From an optimization exercise on the open Yosys and OpenROAD flow, aimed at small area; shortcuts taken in it are not production practice. In this exercise RTL edits were held to simulation tests only and were not proved equivalent to the original. No activity file was given, so power comes from the tool's default toggle rates. The clock port is modelled as an ideal driver; clocking choices that lean on that would not hold on a real chip.

## flow/design.v

```verilog
`timescale  1ps/1ps
module LiTE_DTU_160MHz_v2_0 (
			     CLK,
			     RST_b,
			     CALIBRATION_BUSY_1,
			     CALIBRATION_BUSY_10,
			     TEST_ENABLE,
			     GAIN_SEL_MODE,
			     fallback,
			     DATA12_g01,
			     DATA12_g10,
			     SATURATION_value,
			     BSL_VAL_g01,
			     BSL_VAL_g10,
			     losing_data,
			     DATA32_ATU_0,
			     DATA32_ATU_1,
			     DATA32_ATU_2,
			     DATA32_ATU_3,
			     Orbit,
			     shift_gain_10,
			     flush_b,
			     synch,
			     synch_pattern,
			     DATA32_0,
			     DATA32_1,
			     DATA32_2,
			     DATA32_3,
			     handshake);
   input CLK;
   input RST_b;
   input fallback;
   input CALIBRATION_BUSY_1;
   input CALIBRATION_BUSY_10;
   input TEST_ENABLE;
   input [1:0] GAIN_SEL_MODE;
   input [11:0] DATA12_g01;
   input [11:0] DATA12_g10;
   input [11:0] SATURATION_value;
   input [7:0]  BSL_VAL_g01;
   input [7:0]  BSL_VAL_g10;
   input 	handshake;
   input [31:0] DATA32_ATU_0;
   input [31:0] DATA32_ATU_1;
   input [31:0] DATA32_ATU_2;
   input [31:0] DATA32_ATU_3;
   input 	Orbit;
   input [1:0] 	shift_gain_10;
   input 	flush_b;
   input 	synch;
   input [31:0] synch_pattern;
   output 	losing_data;
   output [31:0] DATA32_0;
   output [31:0] DATA32_1;
   output [31:0] DATA32_2;
   output [31:0] DATA32_3;
   localparam [31:0] IDLE_EA = 32'hEAAAAAAA;
   localparam [31:0] IDLE_5A = 32'h5A5A5A5A;
   localparam [31:0] IDLE_RST = 32'h35555555;
   localparam [31:0] FLUSH_W = 32'h2CF0F0F0;
   wire 	 cal = CALIBRATION_BUSY_1 | CALIBRATION_BUSY_10;
   wire 	 rb  = RST_b & ~cal & ~TEST_ENABLE;
   wire 	 frb = rb & flush_b;
   wire 	 ffr = frb & ~synch;
   reg [3:0] 	 mcnt;
   reg 		 prst;
   always @(posedge CLK) begin
      if (!rb) begin
	 mcnt <= 4'd0;
	 prst <= (mcnt == 4'd0);
      end else if (mcnt != 4'd15) mcnt <= mcnt + 4'd1;
   end
   wire v1 = (mcnt >= 4'd3)  | ((mcnt == 4'd1) & ~prst);
   wire v7 = (mcnt >= 4'd9)  | ((mcnt == 4'd7) & ~prst);
   wire v9 = (mcnt >= 4'd11) | ((mcnt == 4'd9) & ~prst);
   reg [11:0] 	 d_g01, d_g10, s01, s10;
   wire [14:0] 	 dgx = {3'b0, DATA12_g10};
   reg [11:0] 	 dgsh;
   integer 	 q2;
   always @(*) for (q2 = 0; q2 < 12; q2 = q2 + 1) begin
      case (shift_gain_10)
	2'd0: dgsh[q2] = dgx[q2];
	2'd1: dgsh[q2] = dgx[q2+1];
	2'd2: dgsh[q2] = dgx[q2+2];
	default: dgsh[q2] = dgx[q2+3];
      endcase
   end
   wire [11:0] 	 b01 = {4'b0, BSL_VAL_g01};
   wire [11:0] 	 b10 = {4'b0, BSL_VAL_g10};
   always @(posedge CLK) begin
      d_g01 <= DATA12_g01;
      d_g10 <= dgsh;
      s01 <= (d_g01 < b01) ? 12'd0 : d_g01 - b01;
      s10 <= (d_g10 < b10) ? 12'd0 : d_g10 - b10;
   end
   reg [11:0] 	 dl01 [1:9];
   reg [11:0] 	 dl10 [1:9];
   integer 	 i;
   always @(posedge CLK) begin
      dl01[1] <= s01;
      dl10[1] <= s10;
      for (i = 2; i <= 9; i = i + 1) begin
	 dl01[i] <= dl01[i-1];
	 dl10[i] <= dl10[i-1];
      end
   end
   reg [11:0] 	 SATval;
   wire [14:0] satx = {3'b0, SATURATION_value};
   reg [11:0] satsh;
   integer q;
   always @(*) for (q = 0; q < 12; q = q + 1) begin
      case (shift_gain_10)
        2'd0: satsh[q] = satx[q];
        2'd1: satsh[q] = satx[q+1];
        2'd2: satsh[q] = satx[q+2];
        default: satsh[q] = satx[q+3];
      endcase
   end
   always @(posedge CLK) SATval <= satsh;
   wire 	 m01 = (GAIN_SEL_MODE == 2'b01);
   wire [11:0] 	 ref_d = m01 ? dl10[1] : dl10[7];
   wire 	 ref_v = m01 ? v1 : v7;
   wire 	 cmp = ref_v ? (ref_d >= SATval) : ((SATval == 12'd0) & (mcnt != 4'd0));
   wire 	 ref_sat = GAIN_SEL_MODE[1] ? GAIN_SEL_MODE[0] : cmp;
   reg [4:0] 	 gage;
   reg 		 gwin;    
   wire 	 clsA = ~GAIN_SEL_MODE[0] ^ GAIN_SEL_MODE[1];  
   wire 	 same = m01 ? gwin : ~gwin;
   wire [4:0] 	 ginc = gage[4] ? gage : gage + 5'd1;
   wire [4:0] 	 gage_n = (!rb || !(clsA | m01)) ? 5'd16 :
			  ref_sat ? 5'd0 : (same ? ginc : 5'd16);
   wire 	 dec_n = gage_n[4] | (~m01 & gage_n[3]);
   always @(posedge CLK) begin
      gage <= gage_n;
      gwin <= m01;
   end
   reg [12:0] 	 d2enc;
   always @(posedge CLK)
     d2enc <= {~dec_n, (rb & v9) ? (dec_n ? dl10[9] : dl01[9]) : 12'd0};
   wire 	 baseline_flag = GAIN_SEL_MODE[1] ? (d2enc[11:6] == 6'd0) : (d2enc[12:6] == 7'd0);
   reg [12:0] 	 dd;        
   always @(posedge CLK) dd <= d2enc;
   localparam [4:0] IDLE=5'b00000, sign_0=5'b00001, sign_1=5'b00010, sign_0_bis=5'b00011,
		    sign_1_bis=5'b00100, header=5'b00101, header_b0=5'b00110, header_s0=5'b00111,
		    bas_0=5'b01000, bas_1=5'b01001, bas_2=5'b01010, bas_3=5'b01011, bas_4=5'b01100,
		    bas_0_bis=5'b10000, bas_1_bis=5'b10001, bas_2_bis=5'b10010, bas_3_bis=5'b10011,
		    bas_4_bis=5'b10100,
		    bc0_0=5'b11000, bc0_1=5'b11001, bc0_2=5'b11010, bc0_3=5'b11011, bc0_4=5'b11100,
		    bc0_s0=5'b11101, bc0_s0_bis=5'b11110;
   localparam [2:0] IDLE_FB=3'd0, data_odd=3'd1, latency1=3'd2, data_even=3'd3, latency2=3'd4,
		    data_odd_bc0=3'd5, data_even_bc0=3'd6;
   reg [4:0] 	 cs;        
   reg 		 mfb;       
   reg 		 Orbit_delay;
   wire [4:0] 	 ns = mfb ? IDLE : cs;          
   wire [2:0] 	 fs = mfb ? cs[2:0] : IDLE_FB;  
   wire 	 OrbitFB = Orbit | Orbit_delay;
   wire 	 b = baseline_flag;
   wire 	 o = Orbit;
   reg [4:0] 	 nn;
   always @(*) begin
      case (ns)
	IDLE: nn = (b & ~o) ? bas_0 : o ? header : sign_0;
	bas_0: nn = (b & ~o) ? bas_1 : o ? bc0_1 : bas_1_bis;
	bas_1: nn = (b & ~o) ? bas_2 : o ? bc0_2 : bas_2_bis;
	bas_2: nn = (b & ~o) ? bas_3 : o ? bc0_3 : bas_3_bis;
	bas_3: nn = (b & ~o) ? bas_4 : o ? bc0_4 : bas_4_bis;
	bas_4: nn = (b & ~o) ? bas_0 : o ? bc0_0 : bas_0_bis;
	bas_0_bis, bas_1_bis, bas_2_bis, bas_3_bis, bas_4_bis:
	  nn = (b & ~o) ? sign_0_bis : o ? bc0_s0_bis : sign_0;
	sign_0_bis, sign_1_bis: nn = (~b & ~o) ? bas_0_bis : o ? bc0_0 : bas_0;
	sign_0: nn = (~b & ~o) ? sign_1 : o ? bc0_s0 : sign_1_bis;
	sign_1: nn = (~b & ~o) ? sign_0 : o ? bc0_s0_bis : sign_0_bis;
	bc0_0, bc0_1, bc0_2, bc0_3, bc0_4, bc0_s0_bis: nn = ~b ? header_s0 : header_b0;
	bc0_s0: nn = header;
	header: nn = ~b ? sign_0 : bas_0;
	header_s0: nn = ~b ? sign_0 : sign_0_bis;
	header_b0: nn = ~b ? bas_0_bis : bas_0;
	default: nn = IDLE;
      endcase
   end
   reg [2:0] 	 fn;
   always @(*) begin
      case (fs)
	IDLE_FB: fn = data_odd;
	data_odd: fn = latency1;
	latency1: fn = OrbitFB ? data_even_bc0 : data_even;
	data_even: fn = latency2;
	latency2: fn = OrbitFB ? data_odd_bc0 : data_odd;
	default: fn = IDLE_FB;
      endcase
   end
   always @(posedge CLK) begin
      mfb <= fallback;
      Orbit_delay <= frb & Orbit;
      if (!frb) cs <= 5'd0;
      else if (fallback) cs <= {2'b0, fn};
      else cs <= nn;
   end
   reg [5:0] 	 B1;
   reg [12:0] 	 S1;
   reg [31:0] 	 rW;
   reg 		 rL;
   wire 	 nrst = !frb | fallback;
   wire 	 wB1 = (ns == header_s0) | (ns == header) | (ns == header_b0) | (ns == bas_4) |
		       (ns == sign_0_bis) | (ns == sign_1_bis);
   wire 	 wS1 = (ns == bc0_0) | (ns == bc0_1) | (ns == bc0_2) | (ns == bc0_3) | (ns == bc0_4) |
		       (ns == bc0_s0) | (ns == bc0_s0_bis) | (ns == header_s0) | (ns == header) |
		       (ns == header_b0) | (ns == bas_0_bis) | (ns == bas_1_bis) | (ns == bas_2_bis) |
		       (ns == bas_3_bis) | (ns == bas_4_bis) | (ns == sign_1);
   always @(posedge CLK) begin
      if (nrst) begin
	 B1 <= 6'd0;
	 S1 <= 13'd0;
      end else begin
	 if (wB1) B1 <= dd[5:0];
	 if (wS1) S1 <= dd;
      end
   end
   localparam [12:0] sync_w = 13'b0101010101010;
   localparam [12:0] hdr_w  = 13'b1111000001111;
   reg [31:0] 	 wn;
   reg 		 ln;
   always @(*) begin
      ln = 1'b1;
      wn = rW;
      if (fallback) begin
	 case (fs)
	   data_odd: begin wn[12:0] = dd; ln = 1'b0; end
	   data_even: wn = {4'b0001, ^dd, ^rW[12:0], dd, rW[12:0]};
	   data_odd_bc0: wn = {4'b0011, ^dd, ^rW[12:0], dd, rW[12:0]};
	   data_even_bc0: wn = {4'b0000, ^dd, ^rW[12:0], dd, rW[12:0]};
	   default: ln = 1'b0;
	 endcase
      end else begin
	 case (ns)
	   bas_0: begin wn[11:6] = dd[5:0]; ln = 1'b0; end
	   bas_1: begin wn[17:12] = dd[5:0]; ln = 1'b0; end
	   bas_2: begin wn[23:18] = dd[5:0]; ln = 1'b0; end
	   bas_3: begin wn[29:24] = dd[5:0]; ln = 1'b0; end
	   sign_0: begin wn[25:13] = dd; ln = 1'b0; end
	   bc0_0, bas_0_bis: wn = {2'b10, 6'b000001, 18'b0, B1};
	   bc0_1, bas_1_bis: wn = {2'b10, 6'b000010, 12'b0, rW[11:6], B1};
	   bc0_2, bas_2_bis: wn = {2'b10, 6'b000011, 6'b0, rW[17:6], B1};
	   bc0_3, bas_3_bis: wn = {2'b10, 6'b000100, rW[23:6], B1};
	   bc0_4, bas_4, bas_4_bis: wn = {2'b01, rW[29:6], B1};
	   bc0_s0, sign_1, sign_1_bis: wn = {6'b001010, rW[25:13], S1};
	   bc0_s0_bis, sign_0_bis: wn = {6'b001011, sync_w, S1};
	   header_s0, header, header_b0: wn = {6'b001011, hdr_w, S1};
	   default: ln = 1'b0;
	 endcase
      end
   end
   always @(posedge CLK) begin
      rW <= wn;
      rL <= frb & ln;
   end
   reg [7:0] 	 NSample;
   reg [5:0] 	 Nlimit;
   reg [7:0] 	 NFrame;
   reg [11:0] 	 crc;
   reg 		 r_losing_data, r_write_signal, r_read_signal;
   reg [30:0] 	 cuW;
   wire 	 full;
   wire 	 load_n = rL & ~mfb;      
   wire 	 check_limit = (Nlimit > 6'd49);
   wire [31:0] 	 wsel = (fallback == mfb) ? rW : (fallback ? 32'h0 : 32'hF0000000);
   wire [31:0] 	 d = rW;
   reg [7:0] 	 sum_val;
   always @(*) begin
      case (d[31:30])
	2'b01: sum_val = 8'd5;
	2'b10: sum_val = {2'b0, d[29:24]};
	2'b00: sum_val = (d[29:26] == 4'b1010) ? 8'd2 : 8'd1;
	default: sum_val = 8'd0;
      endcase
   end
   wire [11:0] 	 c = crc;
   wire [11:0] 	 newcrc;
   assign newcrc[0] = d[30]^d[29]^d[26]^d[25]^d[24]^d[23]^d[22]^d[17]^d[16]^d[15]^d[14]^d[13]^d[12]^d[11]^d[8]^d[7]^d[6]^d[5]^d[4]^d[3]^d[2]^d[1]^d[0]^c[2]^c[3]^c[4]^c[5]^c[6]^c[9]^c[10];
   assign newcrc[1] = d[31]^d[29]^d[27]^d[22]^d[18]^d[11]^d[9]^d[0]^c[2]^c[7]^c[9]^c[11];
   assign newcrc[2] = d[29]^d[28]^d[26]^d[25]^d[24]^d[22]^d[19]^d[17]^d[16]^d[15]^d[14]^d[13]^d[11]^d[10]^d[8]^d[7]^d[6]^d[5]^d[4]^d[3]^d[2]^d[0]^c[2]^c[4]^c[5]^c[6]^c[8]^c[9];
   assign newcrc[3] = d[27]^d[24]^d[22]^d[20]^d[18]^d[13]^d[9]^d[2]^d[0]^c[0]^c[2]^c[4]^c[7];
   assign newcrc[4] = d[28]^d[25]^d[23]^d[21]^d[19]^d[14]^d[10]^d[3]^d[1]^c[1]^c[3]^c[5]^c[8];
   assign newcrc[5] = d[29]^d[26]^d[24]^d[22]^d[20]^d[15]^d[11]^d[4]^d[2]^c[0]^c[2]^c[4]^c[6]^c[9];
   assign newcrc[6] = d[30]^d[27]^d[25]^d[23]^d[21]^d[16]^d[12]^d[5]^d[3]^c[1]^c[3]^c[5]^c[7]^c[10];
   assign newcrc[7] = d[31]^d[28]^d[26]^d[24]^d[22]^d[17]^d[13]^d[6]^d[4]^c[2]^c[4]^c[6]^c[8]^c[11];
   assign newcrc[8] = d[29]^d[27]^d[25]^d[23]^d[18]^d[14]^d[7]^d[5]^c[3]^c[5]^c[7]^c[9];
   assign newcrc[9] = d[30]^d[28]^d[26]^d[24]^d[19]^d[15]^d[8]^d[6]^c[4]^c[6]^c[8]^c[10];
   assign newcrc[10] = d[31]^d[29]^d[27]^d[25]^d[20]^d[16]^d[9]^d[7]^c[0]^c[5]^c[7]^c[9]^c[11];
   assign newcrc[11] = d[29]^d[28]^d[25]^d[24]^d[23]^d[22]^d[21]^d[16]^d[15]^d[14]^d[13]^d[12]^d[11]^d[10]^d[7]^d[6]^d[5]^d[4]^d[3]^d[2]^d[1]^d[0]^c[1]^c[2]^c[3]^c[4]^c[5]^c[8]^c[9];
   wire [31:0] 	 wcu = rL ? wsel : {4'b1101, NSample, crc, NFrame};
   wire 	 wfull = (wcu[31:30] == 2'b01);
   wire 	 wfb = (wcu[31:30] == 2'b00) & (wcu[29:28] != 2'b10);
   wire [2:0] 	 wcode = (wcu[29:28] == 2'b01) ? 3'b001 : (wcu[29:28] == 2'b11) ? 3'b100 : 3'b111;
   wire [30:0] 	 wenc = {wfull, wfb ? wcode : wcu[29:27], wcu[26:0]};
   always @(posedge CLK) begin
      if (!frb || fallback) begin
	 NSample <= 8'b0;
	 Nlimit <= 6'b0;
	 NFrame <= 8'b0;
	 crc <= 12'b0;
      end else if (!load_n) begin
	 if (check_limit && !full) begin
	    NSample <= 8'b0;
	    Nlimit <= 6'b0;
	    crc <= 12'b0;
	    NFrame <= NFrame + 8'b1;
	 end
      end else if (!full) begin
	 Nlimit <= Nlimit + 6'b1;
	 NSample <= NSample + sum_val;
	 crc <= newcrc;
      end
   end
   always @(posedge CLK) begin
      cuW <= wenc;
      if (!frb) begin
	 r_losing_data <= 1'b0;
	 r_write_signal <= 1'b0;
      end else if (!rL) begin
	 r_losing_data <= 1'b0;
	 r_write_signal <= check_limit & ~fallback & ~full;
      end else begin
	 r_losing_data <= full;
	 r_write_signal <= ~full;
      end
      r_read_signal <= frb & handshake;
   end
   assign losing_data = r_losing_data;
   reg [30:0] 	 tW;
   reg 		 start_write;
   reg [3:0] 	 wp, rp;
   reg 		 dec;
   reg 		 rxv;
   reg [30:0] 	 mem [0:15];
   wire 	 empty = (rp == wp);
   assign full = (rp == wp + 4'd1);
   wire 	 we = start_write & ~full;
   wire 	 pop = r_read_signal & ~empty;
   always @(posedge CLK) begin
      tW <= cuW;
      start_write <= ffr & r_write_signal;
      if (!ffr) begin
	 wp <= 4'd0;
	 rp <= 4'd0;
	 dec <= 1'b0;
	 rxv <= 1'b0;
      end else begin
	 if (we) wp <= wp + 4'd1;
	 if (pop) rp <= rp + 4'd1;
	 dec <= pop;
	 rxv <= rxv | dec;
      end
      if (we) mem[wp] <= tW;
   end
   wire [3:0] 	 ra = rp - {3'b0, dec} - 4'd1;
   wire [30:0] 	 rxe = mem[ra];
   wire 	 rfb = ~rxe[30] & ((rxe[29:27] == 3'b001) | (rxe[29:27] == 3'b100) | (rxe[29:27] == 3'b111));
   wire [1:0] 	 rtop = rxe[30] ? 2'b01 : (rxe[29:27] == 3'b000) ? 2'b10 :
			(rfb | (rxe[29:27] == 3'b101)) ? 2'b00 : 2'b11;
   wire [1:0] 	 rc2 = (rxe[29:27] == 3'b001) ? 2'b01 : (rxe[29:27] == 3'b100) ? 2'b11 : 2'b00;
   wire [31:0] 	 rx = rfb ? {2'b00, rc2, ^rxe[25:13], rxe[26:0]} : {rtop, rxe[29:0]};
   reg [31:0] 	 DTU;
   always @(posedge CLK) begin
      if (!rb) DTU <= IDLE_EA;
      else if (!flush_b) DTU <= FLUSH_W;
      else if (synch) DTU <= synch_pattern;
      else if (r_read_signal) DTU <= (empty | ~rxv) ? IDLE_EA : rx;
   end
   reg [31:0] 	 r0, r1, r2, r3;
   always @(posedge CLK) begin
      if (!RST_b) r0 <= TEST_ENABLE ? IDLE_5A : IDLE_RST;
      else if (TEST_ENABLE) r0 <= DATA32_ATU_0;
      else if (cal) r0 <= IDLE_RST;
      else r0 <= DTU;
      r1 <= (RST_b & TEST_ENABLE) ? DATA32_ATU_1 : IDLE_5A;
      r2 <= (RST_b & TEST_ENABLE) ? DATA32_ATU_2 : IDLE_5A;
      r3 <= (RST_b & TEST_ENABLE) ? DATA32_ATU_3 : IDLE_5A;
   end
   assign DATA32_0 = r0;
   assign DATA32_1 = r1;
   assign DATA32_2 = r2;
   assign DATA32_3 = r3;
endmodule
```

## flow/flow/run.sh

```bash
#!/bin/bash
set -euo pipefail
CTS="-sink_clustering_enable -repair_clock_nets -sink_clustering_size 36 -sink_clustering_max_diameter 70 -root_buf sky130_fd_sc_hd__clkbuf_16 -buf_list sky130_fd_sc_hd__clkbuf_16 -sink_clustering_buffer sky130_fd_sc_hd__clkbuf_16 -dont_use_dummy_load"
bash standard.sh "BUFFER_PORTS_ARGS=-buffer_cell sky130_fd_sc_hd__buf_1" "CTS_ARGS=$CTS" finish > standard_flow.log 2>&1
```

## flow/standard.sh

```bash
#!/bin/bash
# synth_recipe.tcl (not shown) runs the flow's synth.tcl, then flattens the netlist and writes it again
# the make line also repeats each setting of config.mk as NAME=value (left out here)
make -C /OpenROAD-flow-scripts/flow DESIGN_CONFIG=/design/flow/config.mk WORK_HOME=/design/flow/orfs CLKGATE_MAP_FILE= SYNTH_SCRIPT=/design/flow/synth_recipe.tcl "${@:-finish}"
```

## flow/config.mk

```make
export PLATFORM = sky130hd
export DESIGN_NAME = LiTE_DTU_160MHz_v2_0
export DESIGN_NICKNAME = LiTE_DTU_160MHz_v2_0
export VERILOG_FILES = /design/flow/design.v
export SDC_FILE = /design/flow/constraint.sdc
export NUM_CORES = 4
export LEC_CHECK = 0
export CAP_MARGIN = 20
export CORE_MARGIN = 2
export CORE_UTILIZATION = 55
export PLACE_DENSITY = 0.7
export SLEW_MARGIN = 20
```

## flow/constraint.sdc

```tcl
create_clock -name core_clock -period 6.25 [get_ports {CLK}]
set_input_delay 1.2500 -clock core_clock [delete_from_list [all_inputs] [get_ports {CLK}]]
set_output_delay 1.2500 -clock core_clock [all_outputs]
set_load 0.01 [all_outputs]
```

==> results of run 1 <==
-- sequential cells by signal, indices dropped and copies added (netlist names), 32 cells and up --
signal and count:
r3 32, rW 32, dl10 108, r2 32, r0 32, DTU 32
dl01 108, mem 496, r1 32
-- area by class of cell --
| cell class | instances | area, um^2 |
|---|---|---|
| antenna | 3 | 7.51 |
| clock buffer | 49 | 1230 |
| inverter | 98 | 368 |
| tap | 969 | 1210 |
| sequential | 1138 | 28100 |
| timing repair buffer | 401 | 1700 |
| fill | 5670 | 29500 |
| multi-input combinational | 1478 | 12100 |
-- per-layer routing --
metal,up-vias,GRT usage,wire [um]
met5,-,0,27
met4,4,0.0655,2570
met3,151,0.0333,7030
met2,1001,0.392,44300
met1,11859,0.336,39200
li1,10925,-,-
-- power by group through the flow --
stage	combinational (uW)	clock [uW]	sequential [uW]
floorplan	374	0	8340
global placement	568	0	8370
detailed placement	580	0	8380
CTS	584	3580	8210
global route	650	3820	8240
finish	586	3490	8210
-- layout by cell type, fill, tap and decap left out, types with 13 or more instances in the layout --
cell type / count
ha_1: 48
edfxtp_1: 529
a22oi_1: 21
buf_1: 350
nor3b_1: 14
xnor2_1: 120
mux2i_1: 47
mux4_1: 14
a21oi_1: 109
clkbuf_16: 49
a221oi_1: 15
o21ai_0: 107
nand4_1: 18
a211oi_1: 18
and3_1: 58
nor3_1: 37
xor2_1: 38
nand2b_1: 58
dfxtp_1: 609
buf_4: 46
mux4_2: 144
nor2_4: 13
o31ai_1: 13
and2_1: 15
nor2b_1: 36
nand3_1: 27
inv_1: 93
nor2_1: 172
nand2_1: 183
-- metrics by stage --
stage / hold slack [ps] / power [uW] / instance area, um^2
finish: 300 / 12300 / 44700
detailed placement: 312 / 8960 / 43500
CTS: 307 / 12400 / 44700
floorplan: 310 / 8710 / 41000
global placement: 310 / 8940 / 43500
global route: 306 / 12700 / 44700
-- cells by family after synthesis --
group / Yosys count / synth area share
adders and majority gates: 53 / 0.0167
DFF: 1138 / 0.684
xor gates and xnor gates: 164 / 0.0362
AOI/OAI and AO/OA: 391 / 0.0597
and+or+nand+nor: 661 / 0.0773
buffers and inverters: 251 / 0.0256
muxes: 209 / 0.101
-- worst max-delay path by stage --
stage	end	slack, ps	depth (start not counted)
floorplan	mem[3][0]	2120	8
global placement	d2enc[1]	1220	14
detailed placement	d2enc[10]	1070	14
CTS	d2enc[7]	1710	14
global route	d2enc[9]	1250	14
finish	d2enc[7]	1610	14
==> flow_summary.yaml, run 1 <==
status:
  status: "timing/DRC/antenna clean"
hold_path:
  min_path_cells: 0
  hp-start: "dl10[2][7]"
  holdPathEnd: "dl10[3][7]"
  hp-class: "reg2reg"
power:
  swShare: 0.207
  seq_power_share: 0.668
  leakage_uw: 0.0161
  vdd_drop_max_v: 0.000226
  power_density_nw_per_um2: 275
  switching_power_uw: 2550
  clkPwrFrac: 0.284
  p_int_uw: 9740
  pwr-share-comb: 0.048
logic_synthesis:
  synth_nets: 3146
  yosys_warnings: 3
  synth.top_cell.area_share: 0.387
  synth_enable_flop_cells: 529
  synthDistinctLibCells: 76
  async_flop_share: 0
  synth_area_um2: 41000
  yosysMostFrequentCell: "dfxtp_1"
  synth_common_cells: "dfxtp_1, edfxtp_1, nor2_1"
  ys_top_cells_by_area: "edfxtp_1, dfxtp_1, mux4_2"
  yosys_register_bits: 1138
  yosys.area.top_type: "edfxtp_1"
  yosys_most_used_dff: "dfxtp_1"
  syn_area_per_cell_um2: 14.3
  synthCells: 2867
  ys_seq_area_frac: 0.684
critical_path:
  reg2reg_from: "rp[0]"
  worst-path-buf-inv: 2
  timing.rr.end: "DTU[27]"
  cp-start-kind: "input pin"
  critPathMaxStageDelay_ps: 860
  cp.arrival_ps: 5130
  crit_type: "in2reg"
  endpoint_kind: "flip-flop"
  crit_slowest_cell: "a2111oi_0"
  crit_family: "compound AO/OA/AOI/OAI gates"
  rrSetupSlack_ps: 2270
  cp_max_fo: 16
  worstPathCellList: "buf_1 > nand2_1 > inv_2 > mux2i_1 > ha_1 > nand2b_1 > a21o_1 > a21o_1 > a21oi_1 > o21ai_0 > a2111oi_0 > o211ai_1 > nand4_1 > a21oi_1"
  crit_required_ps: 6740
  crit_path_start: "GAIN_SEL_MODE[0]"
  r2r_cells: 11
clock_tree:
  cts_sinks: 1138
  cts_buffers: 49
  worstSkewPairLatency_ps: 650
  cts_hold_buf: 0
  cts_resized: 0
  postCtsSetupBuffers: 0
  clk_pin_slew_ps: 110
  cts_buffer_depth: 3
  cts_tree: "done"
  ctsHtreeMaxLevel: 2
  cts_root_buf: "clkbuf_16"
sta:
  finalSetupTns_ps: 0
  worst_slew_pin_slew_ps: 1150
  min_period_over_period: 0.742
  drv_slew: 0
  max_freq_ghz: 0.216
  min_period_ps: 4640
  relSlewSlack: 0.235
  hold_viol: 0
  rsz0062_at_grt: "no"
  setup_ws_ps: 1610
  report.final.setup_viol: 0
  fin_skew_ps: 70.4
placement:
  place_ws_ps: 1070
  placed_cells: 4084
  place.gp.congestion: 0.895
  dp_hpwl_mm: 61.8
  portBuffers: 354
routing:
  firstDrtPassIters: 5
  drcViolationCount: 0
  routed_via_density: 5.79
  vias: 23940
  routed_wl_mm: 93.1
  wl_per_cell_um: 22.5
  drtAntennaViolNets: 0
  dr.first_iter.drc_count: 2411
global_route:
  grt_antenna_before_repair: 3
  grt_usage: 0.239
  grt_max_degree: 69
  grt_pass1_wl_mm: 140
  grt-ovfl-total: 0
  grt_pass1_vias: 23499
die:
  coreArea_um2: 74200
  die_y_um: 277
  dieArea_um2: 76800
  rows: 100
  die-width_um: 277
  start_util: 0.553
  top_level_ports: 355
layout:
  finalNetCount: 3445
  drive_above_1_share: 0.0898
  area_growth_pct: 8.90
  fin_cells: 4136
  postLayoutCoreUtil: 0.602
flow_run:
  cap_viol_max_count: 0
==> inputs of run 2 (changes only) <==
==> flow/flow/run.sh (replaced) <==
#!/bin/bash
set -euo pipefail
CTS="-sink_clustering_enable -repair_clock_nets -sink_clustering_size 32 -sink_clustering_max_diameter 80 -root_buf sky130_fd_sc_hd__clkbuf_16 -buf_list sky130_fd_sc_hd__clkbuf_16 -sink_clustering_buffer sky130_fd_sc_hd__clkbuf_16 -dont_use_dummy_load"
bash standard.sh "BUFFER_PORTS_ARGS=-buffer_cell sky130_fd_sc_hd__buf_1" "CTS_ARGS=$CTS" finish > standard_flow.log 2>&1
--- a/flow/config.mk
+++ b/flow/config.mk
@@ -7,6 +7,6 @@
 export LEC_CHECK = 0
 export CAP_MARGIN = 20
 export CORE_MARGIN = 2
-export CORE_UTILIZATION = 55
-export PLACE_DENSITY = 0.7
+export CORE_UTILIZATION = 40
+export PLACE_DENSITY = 0.6
 export SLEW_MARGIN = 20
==> run 2 against run 1 <==
Flip-flop and latch count unchanged. Total power up 0.11%. Core utilization down 16 points. Sequential power about the same. Clock power up 1%. Cell area up 1.1%. Sequential share of layout area down 0.66 points. Critical path type unchanged.
==> flow_summary.yaml, run 2 <==
placement:
  placed_cells: 4479
  portBuffers: 354
  place_ws_ps: 1210
  place.gp.congestion: 0.893
  dp_hpwl_mm: 62.3
sta:
  relSlewSlack: 0.259
  min_period_ps: 4350
  report.final.setup_viol: 0
  finalSetupTns_ps: 0
  max_freq_ghz: 0.230
  rsz0062_at_grt: "no"
  fin_skew_ps: 88.8
  worst_slew_pin_slew_ps: 1110
  whs_ps: 282
  drv_slew: 0
  min_period_over_period: 0.696
  hold_viol: 0
  setup_ws_ps: 1900
layout:
  drive_above_1_share: 0.0883
  final_common_cell: "dfxtp_1"
  finalNetCount: 3441
  most-common-layout-cells: "dfxtp_1, edfxtp_1, buf_1"
  top_register: "mem"
  reg.largest.list: "mem x496, dl01 x108, dl10 x108"
  largest_reg_flops: 496
  area_growth_pct: 10.1
  fin_cells: 4528
  diodes: 0
power:
  vdd_drop_max_v: 0.000187
  clkPwrFrac: 0.287
  power_density_nw_per_um2: 272
  leakage_uw: 0.0161
  switching_power_uw: 2560
  pwr-share-comb: 0.046
  swShare: 0.208
  power_uw: 12300
  seq_power_share: 0.667
  p_int_uw: 9730
logic_synthesis:
  ys_top_cells_by_area: "edfxtp_1, dfxtp_1, mux4_2"
  synth_area_um2: 41000
  synthDistinctLibCells: 76
  syn_area_per_cell_um2: 14.3
  synthCells: 2867
  yosys_register_bits: 1138
  synth_enable_flop_cells: 529
  yosys_most_used_dff: "dfxtp_1"
  yosysMostFrequentCell: "dfxtp_1"
  synth.top_cell.area_share: 0.387
  synth_nets: 3146
  yosys_warnings: 3
  ys_seq_area_frac: 0.684
  yosys.area.top_type: "edfxtp_1"
  synth_common_cells: "dfxtp_1, edfxtp_1, nor2_1"
  async_flop_share: 0
hold_path:
  hp-start: "cuW[30]"
  hp-class: "reg2reg"
die:
  rows: 117
  die-width_um: 324
  coreArea_um2: 102000
  start_util: 0.403
  die_y_um: 324
  dieArea_um2: 105000
  top_level_ports: 355
critical_path:
  crit_path_start: "GAIN_SEL_MODE[0]"
  cp_max_fo: 16
  cp-start-kind: "input pin"
  endpoint_kind: "flip-flop"
  crit_required_ps: 6760
  cp.arrival_ps: 4870
  crit_type: "in2reg"
  worstPathCellList: "buf_1 > nand2_1 > inv_2 > mux2i_1 > ha_1 > nand2b_1 > a21o_1 > a21o_1 > a21oi_1 > o21ai_0 > a2111oi_0 > o211ai_1 > nand4_1 > a21oi_1"
  critPathMaxStageDelay_ps: 730
  worst-path-buf-inv: 2
  crit_slowest_cell: "a2111oi_0"
  reg2reg_from: "wp[0]"
  crit_family: "compound AO/OA/AOI/OAI gates"
clock_tree:
  cts_buffer_depth: 3
  ctsHtreeMaxLevel: 2
  cts_sinks: 1138
  cts_buffers: 49
  cts_resized: 0
  clk_pin_slew_ps: 100
  cts_tree: "done"
  cts_root_buf: "clkbuf_16"
  postCtsSetupBuffers: 0
  cts_hold_buf: 0
  worstSkewPairLatency_ps: 680
routing:
  vias: 23110
  firstDrtPassIters: 6
  routed_wl_mm: 92.9
  dr.first_iter.drc_count: 1601
  drtAntennaViolNets: 0
  drcViolationCount: 0
  wl_per_cell_um: 20.5
  routed_via_density: 5.10
status:
  status: "timing/DRC/antenna clean"
global_route:
  grt_pass1_vias: 22531
  grt-ovfl-total: 0
  grt_usage: 0.173
  grt_antenna_before_repair: 5
  grt_max_degree: 69
  grt_pass1_wl_mm: 140
flow_run:
  cap_viol_max_count: 0
run 2: cell types whose count changed in the layout (fill, tap and decap cells not counted), sizes merged:
| cell | previous run | this run |
|---|---|---|
| diode | 3 | 0 |
| buf | 397 | 392 |
| clkbuf | 53 | 54 |
run 2: power by group through the flow:
stage,clock (uW),sequential [uW],combinational [uW]
2_1_floorplan,0,8340,374
3_3_place_gp,0,8380,567
3_5_place_dp,0,8380,569
4_1_cts,3670,8210,573
5_1_grt,3900,8240,638
6_report,3530,8200,567
run 2: layout make-up:
cell class	instances	area (um^2)
clock buffer	49	1230
fill	9166	56600
inverter	98	368
multi-input combinational	1478	12100
sequential	1138	28100
tap	1368	1710
timing repair buffer	397	1710
run 2: layer usage:
metal,GRT usage,share of wire
met4,0.0415,0.023
met2,0.307,0.50
met3,0.0259,0.051
met1,0.223,0.42
met5,0,0.00032
run 2: per-stage QoR:
stage                util  cell area [um^2]
floorplan               -             41000
global placement    0.432             43900
detailed placement  0.432             43900
CTS                 0.444             45200
global route        0.444             45200
finish              0.444             45200
run 2: final timing paths:
check                                    to  slack [ps]  cells after the start
worst max register to register  mem[11][30]        2290                      9
worst min register to register       tW[30]         280                      0
worst max-delay path               d2enc[3]        1900                     14
worst min-delay path                 tW[30]         280                      0
run 2: cell families (layout without fill, tap and decap cells):
kind of cell | count (synthesis) | after routing | share of synthesized area
adder cells (fa/ha/maj) | 53 | 53 | 0.0167
AND/OR/NAND/NOR | 661 | 661 | 0.0773
flip-flops | 1138 | 1138 | 0.684
multiplexers | 209 | 209 | 0.101
XOR/XNOR | 164 | 164 | 0.0362
buffers and inverters | 251 | 544 | 0.0256
AO/OA/AOI/OAI | 391 | 391 | 0.0597
run 2: worst reg2reg max path, stage by stage (launching register included):
cell	delay (ps)
dfxtp_1	490
inv_1	110
ha_1	340
xor2_1	190
nor4_2	70
buf_4	200
nor2b_1	480
nand2_1	410
nor2_4	960
buf_4	400
==> inputs of run 3 (changes only) <==
==> flow/flow/run.sh (replaced) <==
#!/bin/bash
# The standard layout, with three changes to how the layout is made:
#  1. after the standard synthesis, its combinational logic is mapped again
#     for area (ABC deepsyn + area mapping); every register keeps its name,
#     its cell type and its connections, and the netlist is checked for that
#  2. port buffers use the smallest buffer cell (buf_1)
#  3. clock tree: clkbuf_16 buffers, sink clusters of up to 32, no dummy loads
# Each tool writes its full output to a log file in this folder.
set -euo pipefail
WORK=$(pwd)
FLOWDIR=$WORK/flow
R=$WORK/orfs/results/$FLOW_PLATFORM/LiTE_DTU_160MHz_v2_0/base
LIB=$FLOW_HOME/platforms/$FLOW_PLATFORM/lib/sky130_fd_sc_hd__tt_025C_1v80.lib
YOSYS=$(command -v yosys || true)
[[ -x "$YOSYS" ]] || YOSYS=$FLOW_HOME/../tools/install/yosys/bin/yosys

CTS="-sink_clustering_enable -repair_clock_nets -sink_clustering_size 32 -sink_clustering_max_diameter 80 -root_buf sky130_fd_sc_hd__clkbuf_16 -buf_list sky130_fd_sc_hd__clkbuf_16 -sink_clustering_buffer sky130_fd_sc_hd__clkbuf_16 -dont_use_dummy_load"
ARGS=("BUFFER_PORTS_ARGS=-buffer_cell sky130_fd_sc_hd__buf_1" "CTS_ARGS=$CTS")

# 1. standard synthesis
bash standard.sh "${ARGS[@]}" synth > standard_synth.log 2>&1
cp "$R/1_2_yosys.v" "$WORK/netlist_standard.v"

# 2. re-map the combinational logic
remap() {
  local seq
  seq=$(grep -oE "sky130_fd_sc_hd__[a-z0-9_]*df[a-z0-9_]*" netlist_standard.v | sort -u | tr '\n' ' ')
  [[ "$seq" == "sky130_fd_sc_hd__dfxtp_1 sky130_fd_sc_hd__edfxtp_1 " ]] || { echo "unexpected register cells: $seq"; return 1; }
  sed -E 's/\bsky130_fd_sc_hd__(e?dfxtp_1) /KEEP__\1 /' netlist_standard.v > netlist_keep.v
  local du
  du=$(grep -o -- "-dont_use [^ ]*" "$WORK/orfs/logs/$FLOW_PLATFORM/LiTE_DTU_160MHz_v2_0/base/1_2_yosys.log" | sort -u | tr '\n' ' ')
  [[ -n "$du" ]] || { echo "no dont_use list"; return 1; }
  cat > remap.ys <<EOY
read_liberty -wb -ignore_miss_func $LIB
read_verilog -lib $FLOWDIR/keep_cells.v
read_verilog netlist_keep.v
hierarchy -check -top $FLOW_TOP
flatten -wb
opt -purge
techmap
opt -fast
abc -liberty $LIB $du -script $FLOWDIR/area.abc
splitnets
opt_clean -purge
hilomap -singleton -hicell sky130_fd_sc_hd__conb_1 HI -locell sky130_fd_sc_hd__conb_1 LO
insbuf -buf sky130_fd_sc_hd__buf_4 A X
opt_clean -purge
check -assert
stat -liberty $LIB
write_verilog -noattr -nohex -nodec netlist_remap_keep.v
EOY
  "$YOSYS" -s remap.ys > remap_yosys.log 2>&1 || { echo "yosys failed"; return 1; }
  sed -E 's/\bKEEP__(e?dfxtp_1) /sky130_fd_sc_hd__\1 /' netlist_remap_keep.v > netlist_remap.v
  # the registers must be the same: names, cell types and count
  grep -E "^\s*sky130_fd_sc_hd__e?dfxtp_1 " netlist_standard.v | awk '{print $1, $2}' | sort > regs_standard.txt
  grep -E "^\s*sky130_fd_sc_hd__e?dfxtp_1 " netlist_remap.v | awk '{print $1, $2}' | sort > regs_remap.txt
  cmp -s regs_standard.txt regs_remap.txt || { echo "registers differ"; return 1; }
  [[ $(wc -l < regs_standard.txt) -gt 0 ]] || { echo "no registers found"; return 1; }
  ! grep -q "KEEP__" netlist_remap.v || { echo "stand-in left"; return 1; }
  return 0
}
if remap > remap.log 2>&1; then
  cp netlist_remap.v "$R/1_2_yosys.v"
  rm -f "$R/1_synth.odb" "$R/1_synth.sdc"
  echo "remapped netlist in use" >> remap.log
else
  echo "remap failed; standard netlist kept" >> remap.log
fi

# 3. the rest of the standard flow
bash standard.sh "${ARGS[@]}" finish > standard_finish.log 2>&1
==> flow/flow/area.abc (new file) <==
&get -n
&st
&deepsyn -T 120
&dch -f
&nf -a -R 1000
&put
==> flow/flow/keep_cells.v (new file) <==
// Stand-ins for the registers while the combinational logic is re-mapped:
// they are left untouched and renamed back to their library cells afterwards.
(* blackbox *)
module KEEP__dfxtp_1(input CLK, input D, output Q);
endmodule
(* blackbox *)
module KEEP__edfxtp_1(input CLK, input D, input DE, output Q);
endmodule
==> run 3 against run 2 <==
Synthesized cell count did not move. Sequential power hardly changed. Critical path type unchanged. Area after synthesis stayed put. Clock-buffer cell count is the same. Largest power group unchanged.
==> flow_summary.yaml, run 3 <==
sta:
  worst_slew_pin_slew_ps: 1110
  report.final.setup_viol: 0
  fin_skew_ps: 88.8
  whs_ps: 282
  rsz0062_at_grt: "no"
  max_freq_ghz: 0.230
  relSlewSlack: 0.259
  finalSetupTns_ps: 0
  min_period_ps: 4350
  drv_slew: 0
  min_period_over_period: 0.696
  hold_viol: 0
routing:
  drtAntennaViolNets: 0
  vias: 23110
  firstDrtPassIters: 6
  wl_per_cell_um: 20.5
  routed_via_density: 5.10
  dr.first_iter.drc_count: 1601
  routed_wl_mm: 92.9
  drcViolationCount: 0
critical_path:
  cp_max_fo: 16
  reg2reg_from: "wp[0]"
  cp.arrival_ps: 4870
  crit_type: "in2reg"
  rrSetupSlack_ps: 2290
  timing.rr.end: "mem[11][30]"
  r2r_cells: 9
  cp-start-kind: "input pin"
  endpoint_kind: "flip-flop"
  crit_required_ps: 6760
clock_tree:
  cts_tree: "done"
  cts_sinks: 1138
  cts_root_buf: "clkbuf_16"
  cts_buffer_depth: 3
  clk_pin_slew_ps: 100
  worstSkewPairLatency_ps: 680
  cts_hold_buf: 0
  postCtsSetupBuffers: 0
  cts_resized: 0
  ctsHtreeMaxLevel: 2
  cts_buffers: 49
hold_path:
  holdPathEnd: "tW[30]"
  min_path_cells: 0
  hp-start: "cuW[30]"
  hp-class: "reg2reg"
logic_synthesis:
  synth_area_um2: 41000
  ys_top_cells_by_area: "edfxtp_1, dfxtp_1, mux4_2"
  ys_seq_area_frac: 0.684
  yosys_register_bits: 1138
  synth.top_cell.area_share: 0.387
  yosysMostFrequentCell: "dfxtp_1"
  yosys.area.top_type: "edfxtp_1"
  yosys_warnings: 3
  synthCells: 2867
  synth_enable_flop_cells: 529
  async_flop_share: 0
  syn_area_per_cell_um2: 14.3
  yosys_most_used_dff: "dfxtp_1"
  synthDistinctLibCells: 76
  synth_common_cells: "dfxtp_1, edfxtp_1, nor2_1"
  synth_nets: 3146
layout:
  diodes: 0
  most-common-layout-cells: "dfxtp_1, edfxtp_1, buf_1"
  fin_cells: 4528
  finalNetCount: 3441
  area_growth_pct: 10.1
  largest_reg_flops: 496
  reg.largest.list: "mem x496, dl01 x108, dl10 x108"
  drive_above_1_share: 0.0883
  top_register: "mem"
  final_common_cell: "dfxtp_1"
  design_area_um2: 45200
power:
  clkPwrFrac: 0.287
  vdd_drop_max_v: 0.000187
  power_uw: 12300
  switching_power_uw: 2560
  leakage_uw: 0.0161
  swShare: 0.208
  power_density_nw_per_um2: 272
  pwr-share-comb: 0.046
  p_int_uw: 9730
  seq_power_share: 0.667
die:
  coreArea_um2: 102000
  dieArea_um2: 105000
  die-width_um: 324
  rows: 117
  die_y_um: 324
  top_level_ports: 355
  start_util: 0.403
placement:
  placed_cells: 4479
  place.gp.congestion: 0.893
  portBuffers: 354
  dp_hpwl_mm: 62.3
  dpl_cell_area_um2: 43900
flow_run:
  cap_viol_max_count: 0
global_route:
  grt-ovfl-total: 0
  grt_usage: 0.173
  grt_pass1_vias: 22531
  grt_pass1_wl_mm: 140
  grt_max_degree: 69
  grt_antenna_before_repair: 5
status:
  status: "timing/DRC/antenna clean"
run 3: cell counts in the layout (fill, tap and decap cells not counted):
No cell type changed its count.
run 3: layout make-up:
cell class | instances | area, um^2
tap | 1368 | 1710
clock buffer | 49 | 1230
sequential | 1138 | 28100
fill | 9166 | 56600
timing repair buffer | 397 | 1710
inverter | 98 | 368
multi-input combinational | 1478 | 12100
run 3: worst max-delay path by stage:
stage / startpoint / to / slack, ps / cells past startpoint
after global placement: GAIN_SEL_MODE[0] / d2enc[9] / 1220 / 14
after detailed placement: GAIN_SEL_MODE[0] / d2enc[7] / 1210 / 14
after floorplan: wp[0] / mem[3][0] / 2120 / 8
after global routing: GAIN_SEL_MODE[0] / d2enc[0] / 1390 / 14
final: GAIN_SEL_MODE[0] / d2enc[3] / 1900 / 14
after CTS: GAIN_SEL_MODE[0] / d2enc[7] / 1890 / 14
run 3: critical path, cell delays in order:
cell,delay [ps]
buf_1,200
nand2_1,290
inv_2,310
mux2i_1,230
ha_1,240
nand2b_1,140
a21o_1,180
a21o_1,170
a21oi_1,130
o21ai_0,90
a2111oi_0,730
o211ai_1,550
nand4_1,270
a21oi_1,80
run 3: stage by stage:
step                       util  setup WS [ps]
after floorplan               -           2120
after global placement    0.432           1220
after detailed placement  0.432           1210
after CTS                 0.444           1890
after global routing      0.444           1390
final                     0.444           1900
run 3: cell families (layout without fill, tap and decap cells):
group / Yosys count / count (layout) / share of synthesized area
fa+ha+maj: 53 / 53 / 0.0167
mux: 209 / 209 / 0.101
flops: 1138 / 1138 / 0.684
xor+xnor: 164 / 164 / 0.0362
simple gates: 661 / 661 / 0.0773
buf+inv: 251 / 544 / 0.0256
compound gates: 391 / 391 / 0.0597
run 3: power by group through the flow:
stage,Sequential (uW),Combinational [uW],Clock (uW)
floorplan,8340,374,0
global placement,8380,567,0
detailed placement,8380,569,0
CTS,8210,573,3670
global route,8240,638,3900
finish,8200,567,3530
run 3: per-layer routing:
layer	routed length (um)	part of all wire	track usage	vias to the layer above
met5	30	0.00032	0	-
met3	4760	0.051	0.0259	122
met1	39100	0.42	0.223	11371
met4	2110	0.023	0.0415	6
met2	46900	0.50	0.307	682
li1	-	-	-	10929
==> inputs of run 4 (changes only) <==
--- a/flow/flow/run.sh
+++ b/flow/flow/run.sh
@@ -30,6 +30,7 @@
   local du
   du=$(grep -o -- "-dont_use [^ ]*" "$WORK/orfs/logs/$FLOW_PLATFORM/LiTE_DTU_160MHz_v2_0/base/1_2_yosys.log" | sort -u | tr '\n' ' ')
   [[ -n "$du" ]] || { echo "no dont_use list"; return 1; }
+  # the re-mapping, on the cells' library functions
   cat > remap.ys <<EOY
 read_liberty -wb -ignore_miss_func $LIB
 read_verilog -lib $FLOWDIR/keep_cells.v
@@ -40,6 +41,16 @@
 techmap
 opt -fast
 abc -liberty $LIB $du -script $FLOWDIR/area.abc
+opt_clean -purge
+write_verilog -noattr -nohex -nodec netlist_abc_keep.v
+EOY
+  "$YOSYS" -s remap.ys > remap_yosys.log 2>&1 || { echo "yosys remap failed"; return 1; }
+  # the finishing steps of the standard synthesis, on the library cells
+  cat > finish.ys <<EOY
+read_liberty -lib $LIB
+read_verilog -lib $FLOWDIR/keep_cells.v
+read_verilog netlist_abc_keep.v
+hierarchy -check -top $FLOW_TOP
 splitnets
 opt_clean -purge
 hilomap -singleton -hicell sky130_fd_sc_hd__conb_1 HI -locell sky130_fd_sc_hd__conb_1 LO
@@ -49,7 +60,7 @@
 stat -liberty $LIB
 write_verilog -noattr -nohex -nodec netlist_remap_keep.v
 EOY
-  "$YOSYS" -s remap.ys > remap_yosys.log 2>&1 || { echo "yosys failed"; return 1; }
+  "$YOSYS" -s finish.ys > finish_yosys.log 2>&1 || { echo "yosys finish failed"; return 1; }
   sed -E 's/\bKEEP__(e?dfxtp_1) /sky130_fd_sc_hd__\1 /' netlist_remap_keep.v > netlist_remap.v
   # the registers must be the same: names, cell types and count
   grep -E "^\s*sky130_fd_sc_hd__e?dfxtp_1 " netlist_standard.v | awk '{print $1, $2}' | sort > regs_standard.txt
--- a/flow/config.mk
+++ b/flow/config.mk
@@ -8,5 +8,6 @@
 export CAP_MARGIN = 20
 export CORE_MARGIN = 2
 export CORE_UTILIZATION = 40
+export GPL_TIMING_DRIVEN = 0
 export PLACE_DENSITY = 0.6
 export SLEW_MARGIN = 20
==> run 4 against run 3 <==
Clock-buffer cell count shrank 3. Clock power down 3%. Synthesized cell count fell by 4.3%. First-iteration DRC count up 69%. Still clean. Largest cell class unchanged. Combinational power fell by 21%. Maximum frequency shrank 19%. Highest routed layer is now met4.
==> flow_summary.yaml, run 4 <==
status:
  status: "timing/DRC/antenna clean"
global_route:
  grt_max_degree: 49
  grt-ovfl-total: 0
  grt_pass1_vias: 23127
  grt_pass1_wl_mm: 149
  grt_antenna_before_repair: 1
  grt_usage: 0.202
die:
  dieArea_um2: 96800
  start_util: 0.404
  top_level_ports: 355
  rows: 112
  die-width_um: 311
  die_y_um: 311
  coreArea_um2: 93500
critical_path:
  cp_common_cell: "xnor2_1"
  cp_max_fo: 19
  cp.arrival_ps: 5940
  crit_slowest_cell: "dfxtp_1"
  worstPathCellList: "nand2b_1 > nand2_1 > nor2_1 > nand2_1 > o22ai_1 > a2111oi_0 > o21ai_0 > xor2_1 > xnor2_1 > xnor2_1 > xnor2_1 > o21a_1"
  cp-start-kind: "flip-flop"
  crit_family: "simple AND/OR/NAND/NOR gates"
  critPathMaxStageDelay_ps: 950
  crit_required_ps: 6800
  worst-path-buf-inv: 0
  crit_type: "reg2reg"
  endpoint_kind: "flip-flop"
sta:
  min_period_over_period: 0.863
  hold_viol: 0
  drv_slew: 0
  max_freq_ghz: 0.185
  min_period_ps: 5390
  worst_slew_pin_slew_ps: 1090
  relSlewSlack: 0.270
  setup_ws_ps: 856
  finalSetupTns_ps: 0
  whs_ps: 255
  rsz0062_at_grt: "no"
  fin_skew_ps: 101
  report.final.setup_viol: 0
routing:
  vias: 24029
  wl_per_cell_um: 22.5
  routed_wl_mm: 100
  drcViolationCount: 0
  drtAntennaViolNets: 0
  firstDrtPassIters: 6
  dr.first_iter.drc_count: 2706
  routed_via_density: 5.38
clock_tree:
  cts_buffer_depth: 3
  cts_buffers: 46
  worstSkewPairLatency_ps: 630
  cts_root_buf: "clkbuf_16"
  cts_resized: 0
  ctsHtreeMaxLevel: 2
  postCtsSetupBuffers: 0
  clk_pin_slew_ps: 120
  cts_tree: "done"
  cts_hold_buf: 0
  cts_sinks: 1138
logic_synthesis:
  yosys_warnings: 3
  synth_nets: 2970
  syn_area_per_cell_um2: 13.8
  synth_area_um2: 37700
  synthCells: 2744
layout:
  diodes: 0
  postLayoutCoreUtil: 0.459
  fillers: 8416
  most-common-layout-cells: "dfxtp_1, edfxtp_1, buf_1"
  reg.largest.list: "mem x496, dl01 x108, dl10 x108"
  area_growth_pct: 13.6
  top_register: "mem"
  largest_reg_flops: 496
  fin_cells: 4463
  final_common_cell: "dfxtp_1"
  finalNetCount: 3437
  drive_above_1_share: 0.0464
power:
  vdd_drop_max_v: 0.000231
  clkPwrFrac: 0.284
  leakage_uw: 0.0142
  switching_power_uw: 2470
  pwr-share-comb: 0.037
  power_density_nw_per_um2: 281
  p_int_uw: 9600
  seq_power_share: 0.679
  swShare: 0.205
flow_run:
  cap_viol_max_count: 0
placement:
  place_ws_ps: 863
  dp_hpwl_mm: 71.7
  placed_cells: 4417
  place.gp.congestion: 0.897
  portBuffers: 354
hold_path:
  hp-class: "reg2reg"
[run 4: area by class of cell]
cell class	count	area, um^2	area share
flip-flops and latches	1138	28100	0.655
multi-input cells	1549	9670	0.225
repair buffers	419	2220	0.0517
well taps	1254	1570	0.0366
clock buffers	46	1150	0.0268
inverters	57	214	0.00499
[run 4: metrics by stage]
step | total power [uW] | area (um^2)
3_5_place_dp | 8810 | 41700
3_3_place_gp | 8800 | 40700
6_report | 12100 | 42900
4_1_cts | 12100 | 42900
5_1_grt | 12500 | 42900
2_1_floorplan | 8590 | 37800
[run 4: power by group through the flow]
stage	sequential, uW	combinational [uW]	clock [uW]
after global routing	8230	497	3730
after global placement	8360	440	0
after detailed placement	8370	448	0
after floorplan	8340	249	0
final	8190	449	3430
after CTS	8200	450	3500
[run 4: worst paths after layout]
kind | cells past startpoint | start | endpoint | slack, ps
setup / recovery | 12 | rp[3] | DTU[27] | 860
hold / removal | 0 | cuW[17] | tW[17] | 260
setup reg to reg | 12 | rp[3] | DTU[27] | 860
hold reg to reg | 0 | cuW[17] | tW[17] | 260
[run 4: routing by layer]
metal  GRT usage  up-vias  routed length [um]
li1            -    11174                   -
met1       0.277    11869               42900
met2       0.346      871               49100
met3      0.0236      115                6530
met4      0.0437        0                2000
met5           0        -                   0
==> inputs of run 5 (changes only) <==
--- a/flow/config.mk
+++ b/flow/config.mk
@@ -8,6 +8,5 @@
 export CAP_MARGIN = 20
 export CORE_MARGIN = 2
 export CORE_UTILIZATION = 40
-export GPL_TIMING_DRIVEN = 0
 export PLACE_DENSITY = 0.6
 export SLEW_MARGIN = 20
==> run 5 against run 4 <==
Synthesized cell count did not move. Core utilization down 0.67 points. Sequential power is essentially flat. First-iteration DRC count increased by 1.7%. Cell area is 1.5% lower. Clock-buffer cell count down 2. Final cell count decreased by 0.38%. Clock power fell by 2%. Critical path type unchanged. Largest cell class unchanged. Highest routed layer unchanged.
==> flow_summary.yaml, run 5 <==
status:
  status: "timing/DRC/antenna clean"
clock_tree:
  worstSkewPairLatency_ps: 650
  cts_buffer_depth: 3
  cts_buffers: 44
  cts_hold_buf: 0
  cts_sinks: 1138
  cts_resized: 0
  ctsHtreeMaxLevel: 2
  cts_tree: "done"
  cts_root_buf: "clkbuf_16"
  clk_pin_slew_ps: 120
  postCtsSetupBuffers: 0
die:
  die-width_um: 311
  dieArea_um2: 96800
  start_util: 0.404
  coreArea_um2: 93500
  top_level_ports: 355
  rows: 112
  die_y_um: 311
sta:
  drv_slew: 0
  worst_slew_pin_slew_ps: 1200
  relSlewSlack: 0.202
  report.final.setup_viol: 0
  min_period_over_period: 0.722
  finalSetupTns_ps: 0
  whs_ps: 307
  min_period_ps: 4510
  rsz0062_at_grt: "no"
  hold_viol: 0
  max_freq_ghz: 0.222
  fin_skew_ps: 76.1
hold_path:
  hp-class: "reg2reg"
logic_synthesis:
  synth_nets: 2970
  synth_area_um2: 37700
  synthCells: 2744
  syn_area_per_cell_um2: 13.8
  yosys_warnings: 3
power:
  clkPwrFrac: 0.280
  swShare: 0.205
  seq_power_share: 0.683
  power_density_nw_per_um2: 284
  switching_power_uw: 2460
  vdd_drop_max_v: 0.000206
  leakage_uw: 0.0139
  p_int_uw: 9540
  pwr-share-comb: 0.037
global_route:
  grt-ovfl-total: 0
  grt_max_degree: 69
  grt_pass1_vias: 23043
  grt_antenna_before_repair: 2
  grt_usage: 0.202
  grt_pass1_wl_mm: 149
critical_path:
  cp.arrival_ps: 5090
  crit_type: "reg2reg"
  endpoint_kind: "flip-flop"
  cp_max_fo: 19
  crit_required_ps: 6820
  cp-start-kind: "flip-flop"
routing:
  dr.first_iter.drc_count: 2753
  vias: 23965
  firstDrtPassIters: 8
  drcViolationCount: 0
  routed_wl_mm: 101
  wl_per_cell_um: 22.7
  drtAntennaViolNets: 0
  routed_via_density: 5.39
layout:
  area_growth_pct: 12.0
  largest_reg_flops: 496
  postLayoutCoreUtil: 0.452
  finalNetCount: 3420
  final_common_cell: "dfxtp_1"
  diodes: 0
  most-common-layout-cells: "dfxtp_1, edfxtp_1, buf_1"
  fillers: 8532
  top_register: "mem"
  drive_above_1_share: 0.0370
  reg.largest.list: "mem x496, dl01 x108, dl10 x108"
placement:
  place.gp.congestion: 0.916
  dp_hpwl_mm: 69.7
  portBuffers: 354
flow_run:
  cap_viol_max_count: 0
-- run 5: layer usage --
layer | global-route usage | wire length (um) | vias to the layer above
li1 | - | - | 11124
met1 | 0.279 | 43000 | 11763
met4 | 0.0451 | 2070 | 0
met2 | 0.340 | 48300 | 970
met3 | 0.0289 | 7760 | 108
met5 | 0 | 0 | -
-- run 5: final timing paths --
path | from | cells after the start | to | slack [ps]
worst min register to register | dl01[3][0] | 0 | dl01[4][0] | 310
worst max register to register | rp[3] | 15 | DTU[27] | 1740
worst max-delay path | rp[3] | 15 | DTU[27] | 1740
worst min-delay path | dl01[3][0] | 0 | dl01[4][0] | 310
-- run 5: power groups by stage --
stage	clock, uW	sequential, uW	combinational [uW]
final	3370	8200	444
after global routing	3680	8240	489
after CTS	3440	8200	443
after detailed placement	0	8370	440
after global placement	0	8370	440
after floorplan	0	8340	249
-- run 5: critical path, cell delays in order, from the launching register on --
cell and delay (ps):
dfxtp_1 910, nand2b_1 190, buf_4 290, nand2_1 180, nor2_1 220, nand2_1 570
o22ai_1 330, nor3_1 80, a2111oi_0 580, buf_4 270, nor2b_1 190, nand2_1 90
a21oi_1 230, nor2_1 80, nor2_1 100, o21a_1 110
-- run 5: metrics by stage --
stage | cell area (um^2) | std cells | setup slack [ps] | power (uW)
after floorplan | 37800 | 2744 | 854 | 8590
after CTS | 42200 | 4445 | 1840 | 12100
after global placement | 41100 | 4401 | 1600 | 8810
after detailed placement | 41100 | 4401 | 1570 | 8810
after global routing | 42300 | 4446 | 1490 | 12400
final | 42300 | 4446 | 1740 | 12000
-- run 5: layout make-up --
| cell class | count | area [um^2] | share of cell area |
|---|---|---|---|
| multi-input cells | 1549 | 9590 | 0.227 |
| flip-flops and latches | 1138 | 28100 | 0.664 |
| inverters | 57 | 214 | 0.00506 |
| well taps | 1254 | 1570 | 0.0371 |
| repair buffers | 404 | 1720 | 0.0407 |
| clock buffers | 44 | 1100 | 0.0260 |
==> inputs of run 6 (changes only) <==
--- a/flow/flow/run.sh
+++ b/flow/flow/run.sh
@@ -4,7 +4,7 @@
 #     for area (ABC deepsyn + area mapping); every register keeps its name,
 #     its cell type and its connections, and the netlist is checked for that
 #  2. port buffers use the smallest buffer cell (buf_1)
-#  3. clock tree: clkbuf_16 buffers, sink clusters of up to 32, no dummy loads
+#  3. clock tree: clkbuf_16 buffers, sink clusters of up to 28, no dummy loads
 # Each tool writes its full output to a log file in this folder.
 set -euo pipefail
 WORK=$(pwd)
@@ -14,7 +14,7 @@
 YOSYS=$(command -v yosys || true)
 [[ -x "$YOSYS" ]] || YOSYS=$FLOW_HOME/../tools/install/yosys/bin/yosys
 
-CTS="-sink_clustering_enable -repair_clock_nets -sink_clustering_size 32 -sink_clustering_max_diameter 80 -root_buf sky130_fd_sc_hd__clkbuf_16 -buf_list sky130_fd_sc_hd__clkbuf_16 -sink_clustering_buffer sky130_fd_sc_hd__clkbuf_16 -dont_use_dummy_load"
+CTS="-sink_clustering_enable -repair_clock_nets -sink_clustering_size 28 -sink_clustering_max_diameter 75 -root_buf sky130_fd_sc_hd__clkbuf_16 -buf_list sky130_fd_sc_hd__clkbuf_16 -sink_clustering_buffer sky130_fd_sc_hd__clkbuf_16 -dont_use_dummy_load"
 ARGS=("BUFFER_PORTS_ARGS=-buffer_cell sky130_fd_sc_hd__buf_1" "CTS_ARGS=$CTS")
 
 # 1. standard synthesis
==> run 6 against run 5 <==
Hold slack worse by 50 ps. Synthesized cell count stayed put. Clock-buffer cell count is 4 higher. Via count is 0.20% higher. Clock skew is 11 ps lower. Final cell count is 0.11% higher. Routed wire length hardly changed. Die area stayed put. Global-route usage hardly changed. Sequential share of layout area is 0.16 points lower. Maximum frequency hardly changed. Flip-flop and latch count stayed put.
==> flow_summary.yaml, run 6 <==
status:
  status: "timing/DRC/antenna clean"
global_route:
  grt_max_degree: 69
  grt-ovfl-total: 0
  grt_pass1_vias: 23033
  grt_usage: 0.203
  grt_antenna_before_repair: 2
  grt_pass1_wl_mm: 150
layout:
  drive_above_1_share: 0.0382
  postLayoutCoreUtil: 0.453
  final_common_cell: "dfxtp_1"
  reg.largest.list: "mem x496, dl01 x108, dl10 x108"
  most-common-layout-cells: "dfxtp_1, edfxtp_1, buf_1"
  top_register: "mem"
  area_growth_pct: 12.2
  finalNetCount: 3424
  largest_reg_flops: 496
die:
  top_level_ports: 355
  rows: 112
  coreArea_um2: 93500
  dieArea_um2: 96800
  die_y_um: 311
  start_util: 0.404
  die-width_um: 311
routing:
  vias: 24012
  wl_per_cell_um: 22.7
  drtAntennaViolNets: 0
  firstDrtPassIters: 7
  routed_wl_mm: 101
  drcViolationCount: 0
  routed_via_density: 5.39
  dr.first_iter.drc_count: 2802
clock_tree:
  worstSkewPairLatency_ps: 630
  cts_hold_buf: 0
  clk_pin_slew_ps: 110
  cts_sinks: 1138
  cts_buffers: 48
  postCtsSetupBuffers: 0
  cts_root_buf: "clkbuf_16"
  cts_resized: 0
  cts_tree: "done"
  cts_buffer_depth: 3
  ctsHtreeMaxLevel: 2
critical_path:
  worst-path-buf-inv: 1
  cp_common_cell: "xnor2_1"
  crit_type: "reg2reg"
  crit_family: "XOR/XNOR gates"
  critPathMaxStageDelay_ps: 680
  crit_slowest_cell: "nand2_1"
  cp_max_fo: 16
  cp.arrival_ps: 5040
  cp-start-kind: "flip-flop"
  crit_required_ps: 6780
  worstPathCellList: "clkinv_1 > nor2_1 > nor2_1 > xnor2_1 > nor2_1 > nand2_1 > o22ai_1 > a2111oi_0 > o21ai_0 > xor2_1 > xnor2_1 > xnor2_1 > xnor2_1 > o21a_1"
  endpoint_kind: "flip-flop"
  rrSetupSlack_ps: 1740
power:
  vdd_drop_max_v: 0.000201
  power_density_nw_per_um2: 286
  power_uw: 12100
  leakage_uw: 0.0140
sta:
  fin_skew_ps: 65.2
  rsz0062_at_grt: "no"
  min_period_over_period: 0.722
  max_freq_ghz: 0.222
  hold_viol: 0
  relSlewSlack: 0.219
  report.final.setup_viol: 0
  min_period_ps: 4510
  worst_slew_pin_slew_ps: 1170
  drv_slew: 0
  finalSetupTns_ps: 0
placement:
  portBuffers: 354
  dp_hpwl_mm: 69.7
  place.gp.congestion: 0.916
logic_synthesis:
  synthCells: 2744
  synth_nets: 2970
  synth_area_um2: 37700
  syn_area_per_cell_um2: 13.8
  yosys_warnings: 3
flow_run:
  cap_viol_max_count: 0
hold_path:
  hp-class: "reg2reg"
## run 6: final timing paths
kind | startpoint | endpoint | depth (start not counted)
max | rp[0] | DTU[27] | 14
min | dl01[3][0] | dl01[4][0] | 0
max reg2reg | rp[0] | DTU[27] | 14
min reg2reg | dl01[3][0] | dl01[4][0] | 0
## run 6: through the flow
step,cells,worst slack (ps),instance area (um^2),hold WS [ps]
after CTS,4449,1790,42300,252
after global routing,4450,1450,42400,257
after global placement,4401,1600,41100,310
after detailed placement,4401,1570,41100,312
final,4451,1740,42400,258
after floorplan,2744,854,37800,310
## run 6: worst register-to-register path, cell delays in order, from the launching register on
cell	delay, ps
dfxtp_1	360
clkinv_1	150
nor2_1	330
nor2_1	180
xnor2_1	630
nor2_1	190
nand2_1	680
o22ai_1	200
a2111oi_0	400
o21ai_0	300
xor2_1	240
xnor2_1	320
xnor2_1	180
xnor2_1	90
o21a_1	160
## run 6: layout make-up
| type | instances | area [um^2] |
|---|---|---|
| fillers | 8501 | 51100 |
| inverters | 57 | 214 |
| repair buffers | 404 | 1720 |
| well taps | 1254 | 1570 |
| flip-flops and latches | 1138 | 28100 |
| diodes | 1 | 2.50 |
| clock buffers | 48 | 1200 |
| multi-input cells | 1549 | 9590 |
## run 6: metal layers
| layer | part of all wire | track usage | vias to the layer above |
|---|---|---|---|
| met4 | 0.019 | 0.0402 | 2 |
| met5 | 0.00013 | 0 | - |
| li1 | - | - | 11148 |
| met1 | 0.43 | 0.281 | 11822 |
| met2 | 0.48 | 0.341 | 922 |
| met3 | 0.074 | 0.0278 | 118 |
## run 6: power by group
group | total (uW) | leakage, uW | switching [uW] | internal, uW
combinational | 444 | 0.00388 | 250 | 194
sequential | 8200 | 0.00951 | 121 | 8070
clock | 3490 | 0.000592 | 2110 | 1380

==> separate check: timing with driven ports <==
The flow's constraints put no driver on any port. The routed layouts listed below were extracted and timed again, unchanged, in two steps. Step 1 (the two cells are an assumption about what drives the block):
set clk [get_ports {CLK}]
set_driving_cell -lib_cell sky130_fd_sc_hd__clkbuf_16 $clk
set_driving_cell -lib_cell sky130_fd_sc_hd__buf_2 [delete_from_list [all_inputs] $clk]
Step 2 adds t to the input delays and takes it off the output delays; t is the mean of the earliest and latest rising clock arrival at the registers after step 1. Input paths then give back, and output paths get back, about the clock's delay inside the block. Three values: no drivers, after step 1, after step 2; two values: the first two.
| run | shift t [ns] | setup slack, ns | clock arrival spread, ns | slew at the worst register clock pin (ns) |
|---|---|---|---|---|
| run 1 | 0.674 | 1.611 / 1.592 / 0.918 | 0.086 / 0.086 | 0.12 / 0.12 |
| run 2 | 0.699 | 1.899 / 1.909 / 1.210 | 0.090 / 0.090 | 0.12 / 0.12 |
| run 3 | 0.699 | 1.899 / 1.909 / 1.210 | 0.090 / 0.090 | 0.12 / 0.12 |
| run 4 | 0.651 | 0.856 / 0.856 / 0.856 | 0.108 / 0.108 | 0.12 / 0.12 |
| run 5 | 0.676 | 1.737 / 1.737 / 1.612 | 0.078 / 0.078 | 0.12 / 0.12 |
| run 6 | 0.665 | 1.736 / 1.736 / 1.570 | 0.075 / 0.075 | 0.11 / 0.11 |
After both steps setup and hold are still met in every run listed. The setup slack of run 1, which loses most, moves by -0.019 ns with the drivers and by -0.693 ns with both steps.
